This is an optimization exercise on Yosys and OpenROAD, whose aim is small area, a short achievable clock period and few clock cycles, not a production implementation.

==> ember <==
// microprocessor
module microprocessor(
					input [7:0]data_in,
					input Enter,
					input Reset,
					input Clock,
					input testStart,
					input prog_we,
					input [4:0]prog_addr,
					output [7:0]dataOut,
					output Halt,
					output in_wait);
==> module microprocessor, before the edit <==
module microprocessor(
					input [7:0]data_in,
					input Enter,
					input Reset,
					input Clock,
					input testStart,
					input prog_we,
					input [4:0]prog_addr,
					output [7:0]dataOut,
					output Halt,
					output in_wait);
reg [7:0]  mem [0:31];
reg [31:0] pco;		 
reg [2:0]  op;		 
reg        f_ld, f_st, f_ari, f_in, f_hlt, f_jz, f_jp;	 
reg [31:0] ado;		 
reg        iv;		 
reg        m0_stale;	 
reg [7:0]  a;
reg [7:0] d;		 
reg [7:0] f;		 
reg       fwd;		 
integer k;
always @(*) begin
	d = 8'd0;
	f = 8'd0;
	fwd = 1'b0;
	for (k = 0; k < 32; k = k + 1) begin
		d = d | (mem[k] & {8{ado[k]}});
		f = f | (mem[k] & {8{pco[k]}});
		fwd = fwd | (ado[k] & pco[k]);
	end
end
wire taken  = (f_jz & a == 8'd0) | (f_jp & ~a[7]);
wire hold   = f_hlt | (f_in & ~(Enter & iv));
wire run    = ~Reset & ~m0_stale;		 
wire step   = run & ~hold;
wire [7:0] x = a ^ {8{op[0]}};
wire [7:0] g0 = x & d;
wire [7:0] p0 = x ^ d;
wire [7:0] g1, p1, g2, p2, g3;
genvar j;
generate
	for (j = 0; j < 8; j = j + 1) begin : pre
		if (j >= 1) begin
			assign g1[j] = g0[j] | (p0[j] & g0[j-1]);
			assign p1[j] = p0[j] & p0[j-1];
		end else begin
			assign g1[j] = g0[j];
			assign p1[j] = p0[j];
		end
		if (j >= 2) begin
			assign g2[j] = g1[j] | (p1[j] & g1[j-2]);
			assign p2[j] = p1[j] & p1[j-2];
		end else begin
			assign g2[j] = g1[j];
			assign p2[j] = p1[j];
		end
		if (j >= 4)
			assign g3[j] = g2[j] | (p2[j] & g2[j-4]);
		else
			assign g3[j] = g2[j];
	end
endgenerate
wire [7:0] carry = {g3[6:0], 1'b0};
wire [7:0] sum = p0 ^ carry ^ {8{op[0]}};
assign dataOut = a;
assign Halt    = iv & f_hlt;
assign in_wait = iv & f_in;
always @(posedge Clock or posedge Reset)
	if (Reset) begin
		iv <= 1'b0;
		a  <= 8'd0;
	end else begin
		iv <= 1'b1;
		if (step) begin
			if (f_ld)
				a <= d;
			else if (f_ari)
				a <= sum;
			else if (f_in)
				a <= data_in;
		end
	end
wire [7:0] ir_next = ~run ? mem[0] : (taken ? d : (f_st & fwd ? a : f));
always @(posedge Clock) begin
	m0_stale <= Reset & (testStart | (prog_we & prog_addr == 5'd0));
	if (Reset)
		pco <= 32'd2;
	else if (step)
		pco <= taken ? {ado[30:0], ado[31]} : {pco[30:0], pco[31]};
	if (~run | ~hold) begin
		op  <= ir_next[7:5];
		f_ld  <= ir_next[7:5] == 3'd0;
		f_st  <= ir_next[7:5] == 3'd1;
		f_ari <= ir_next[7:6] == 2'b01;
		f_in  <= ir_next[7:5] == 3'd4;
		f_jz  <= ir_next[7:5] == 3'd5;
		f_jp  <= ir_next[7:5] == 3'd6;
		f_hlt <= ir_next[7:5] == 3'd7;
		ado <= 32'd1 << ir_next[4:0];
	end
end
function [7:0] boot;
	input [4:0] n;
	case (n)
	5'd0:  boot = 8'h80; 5'd1:  boot = 8'h3E; 5'd2:  boot = 8'h80; 5'd3:  boot = 8'h3F;
	5'd4:  boot = 8'h1E; 5'd5:  boot = 8'h7F; 5'd6:  boot = 8'hB0; 5'd7:  boot = 8'hCC;
	5'd8:  boot = 8'h1F; 5'd9:  boot = 8'h7E; 5'd10: boot = 8'h3F; 5'd11: boot = 8'hC4;
	5'd12: boot = 8'h1E; 5'd13: boot = 8'h7F; 5'd14: boot = 8'h3E; 5'd15: boot = 8'hC4;
	5'd16: boot = 8'h1E; default: boot = 8'hFF;
	endcase
endfunction
wire [7:0] wd = prog_we ? data_in : a;
integer i;
always @(posedge Clock)
	for (i = 0; i < 32; i = i + 1)
		if ((prog_we & prog_addr == i) | (f_st & ado[i] & run))
			mem[i] <= wd;
		else if (testStart & i < 18)
			mem[i] <= boot(i);
endmodule
clock: 7.0 ns
lec_check: 0
cap_margin: 20
core_margin: 2
core_utilization: 40
setup_slack_margin: 3.5
slew_margin: 20
run.sh (not shown) runs the stock make flow with config.mk's settings and CLKGATE_MAP_FILE= SYNTH_SCRIPT=/design/flow/synth_recipe.tcl, a recipe that flattens the netlist after the stock synthesis.
==> garnet (differences from ember) <==
==> flow/design.v (replaced) <==
module microprocessor(
					input [7:0]data_in,
					input Enter,
					input Reset,
					input Clock,
					input testStart,
					input prog_we,
					input [4:0]prog_addr,
					output [7:0]dataOut,
					output Halt,
					output in_wait);
reg [7:0] mem [0:31];
reg [4:0] pc;		 
reg [7:0] ir;		 
reg       iv;		 
reg [7:0] a;
wire [2:0] op = ir[7:5];
wire [4:0] ad = ir[4:0];
wire [7:0] d  = mem[ad];	 
wire [7:0] f  = mem[pc];	 
wire op_ld  = (op == 3'd0);
wire op_st  = (op == 3'd1) & ~Reset;
wire op_ari = (op[2:1] == 2'b01);
wire op_in  = (op == 3'd4);
wire op_hlt = (op == 3'd7);
wire taken  = (op == 3'd5 & a == 8'd0) | (op == 3'd6 & ~a[7]);
wire hold   = op_hlt | (op_in & ~(Enter & iv));
wire [7:0] sum = a + (d ^ {8{op[0]}}) + {7'd0, op[0]};
assign dataOut = a;
assign Halt    = iv & op_hlt;
assign in_wait = iv & op_in;
always @(posedge Clock or posedge Reset)
	if (Reset) begin
		pc <= 5'd1;
		iv <= 1'b0;
		a  <= 8'd0;
	end else begin
		iv <= 1'b1;
		if (!hold) begin
			pc <= (taken ? ad : pc) + 5'd1;
			if (op_ld)
				a <= d;
			else if (op_ari)
				a <= sum;
			else if (op_in)
				a <= data_in;
		end
	end
wire [7:0] m0 = (prog_we & prog_addr == 5'd0) ? data_in : (testStart ? 8'h80 : mem[0]);
always @(posedge Clock)
	if (Reset)
		ir <= m0;
	else if (!hold)
		ir <= taken ? d : ((op_st & ad == pc) ? a : f);
function [7:0] boot;
	input [4:0] n;
	case (n)
	5'd0:  boot = 8'h80; 5'd1:  boot = 8'h3E; 5'd2:  boot = 8'h80; 5'd3:  boot = 8'h3F;
	5'd4:  boot = 8'h1E; 5'd5:  boot = 8'h7F; 5'd6:  boot = 8'hB0; 5'd7:  boot = 8'hCC;
	5'd8:  boot = 8'h1F; 5'd9:  boot = 8'h7E; 5'd10: boot = 8'h3F; 5'd11: boot = 8'hC4;
	5'd12: boot = 8'h1E; 5'd13: boot = 8'h7F; 5'd14: boot = 8'h3E; 5'd15: boot = 8'hC4;
	5'd16: boot = 8'h1E; default: boot = 8'hFF;
	endcase
endfunction
wire [7:0] wd = prog_we ? data_in : a;
integer i;
always @(posedge Clock)
	for (i = 0; i < 32; i = i + 1)
		if ((prog_we & prog_addr == i) | (op_st & ad == i))
			mem[i] <= wd;
		else if (testStart & i < 18)
			mem[i] <= boot(i);
endmodule
SETUP_SLACK_MARGIN = 4.0   (was 3.5)
==> results.cfg <==
[synth]
synth_xor_area_share_pct = 1.05
synth_seq_cells = 278
synth_top_family_by_area = simple AND/OR/NAND/NOR gates
synth_edf_count = 256

[critical_path]
path_cells = buf_6, buf_6, buf_12, and3_4, buf_4, and3_4, a2111oi_4, nand4_1, o22a_2, mux2_4, fa_2, a21o_1, a21oi_2, o21bai_1, a21oi_1, xnor2_1, nand2_1, a21oi_1, a21oi_1, o21ai_1
cp-startpoint = ir[0]
crit_cells = 20

[drt]
wl_met2_um = 35000
firstDrtPassIters = 9

[finish]
layout_common_cells = 256 x edfxtp_1, 217 x nand3_1, 151 x nand2_1
drive_gt1_share_pct = 27.5
final_cell_count_no_fill = 2133

[run_status]
status = finished clean

[clock_tree]
cts_setup_buffers = 78

[global_routing]
grtUsageMet3_pct = 10.7
-- figures above: garnet

==> results.cfg <==
[critical_path]
setup.worst_path.end = ado[27]
cp_max_fo = 11
reg2reg_slack_ns = 3.41
cp-startpoint = pco[3]
path_cells = a22oi_1, nand4_1, nor4_1, a21oi_1, a222oi_1, buf_4, nand2b_1, nor2_1

[finish]
drive_gt1_share_pct = 14.6
layout_common_cells = 296 x edfxtp_1, 278 x a22oi_1, 113 x nand2_1
final_cell_count_no_fill = 1955

[synth]
synth_top_family_by_area = compound AO/OA/AOI/OAI gates
synth_seq_cells = 338
synth_edf_count = 296
yosysMostFrequentCell = edfxtp_1
synth_xor_area_share_pct = 0.990

[clock_tree]
cts_setup_buffers = 33

[hold_path]
hold_start = a[5]

[global_routing]
grtUsageMet3_pct = 18.0

[drt]
firstDrtPassIters = 7
wl_met2_um = 31800

[run_status]
status = finished clean
-- figures above: ember

No run of this note included a check of the RTL's function; only the layout flow was run.

-- what the ideal ports hide --
The results above use ideal ports. As a check the final layouts listed here were re-extracted and re-timed, cells and wires unchanged. Step 1 sets driving cells, clkbuf_16 on the clock port and buf_2 on the other inputs (assumed; they add their load-dependent delay and slew). Step 2 also shifts input and output timing later by t, the mid clock arrival at the registers, as if the neighbouring blocks saw the same clock. Slacks: no drivers / after step 1 / after step 2; pairs: no drivers / after step 1.
run	t, ns	setup slack, ns	worst setup path at the end	worst register clock-pin slew, ns	worst data-port slew with drivers (ns)
ember	0.619	3.408 / 3.408 / 2.941	input to register	0.07 / 0.07	0.03
garnet	0.600	2.793 / 2.793 / 2.793	register to register	0.07 / 0.07	0.03
After both steps every run listed still meets setup and hold. For ember, which loses most, drivers alone change the setup slack by 0.000 ns; drivers and shift together by -0.467 ns.
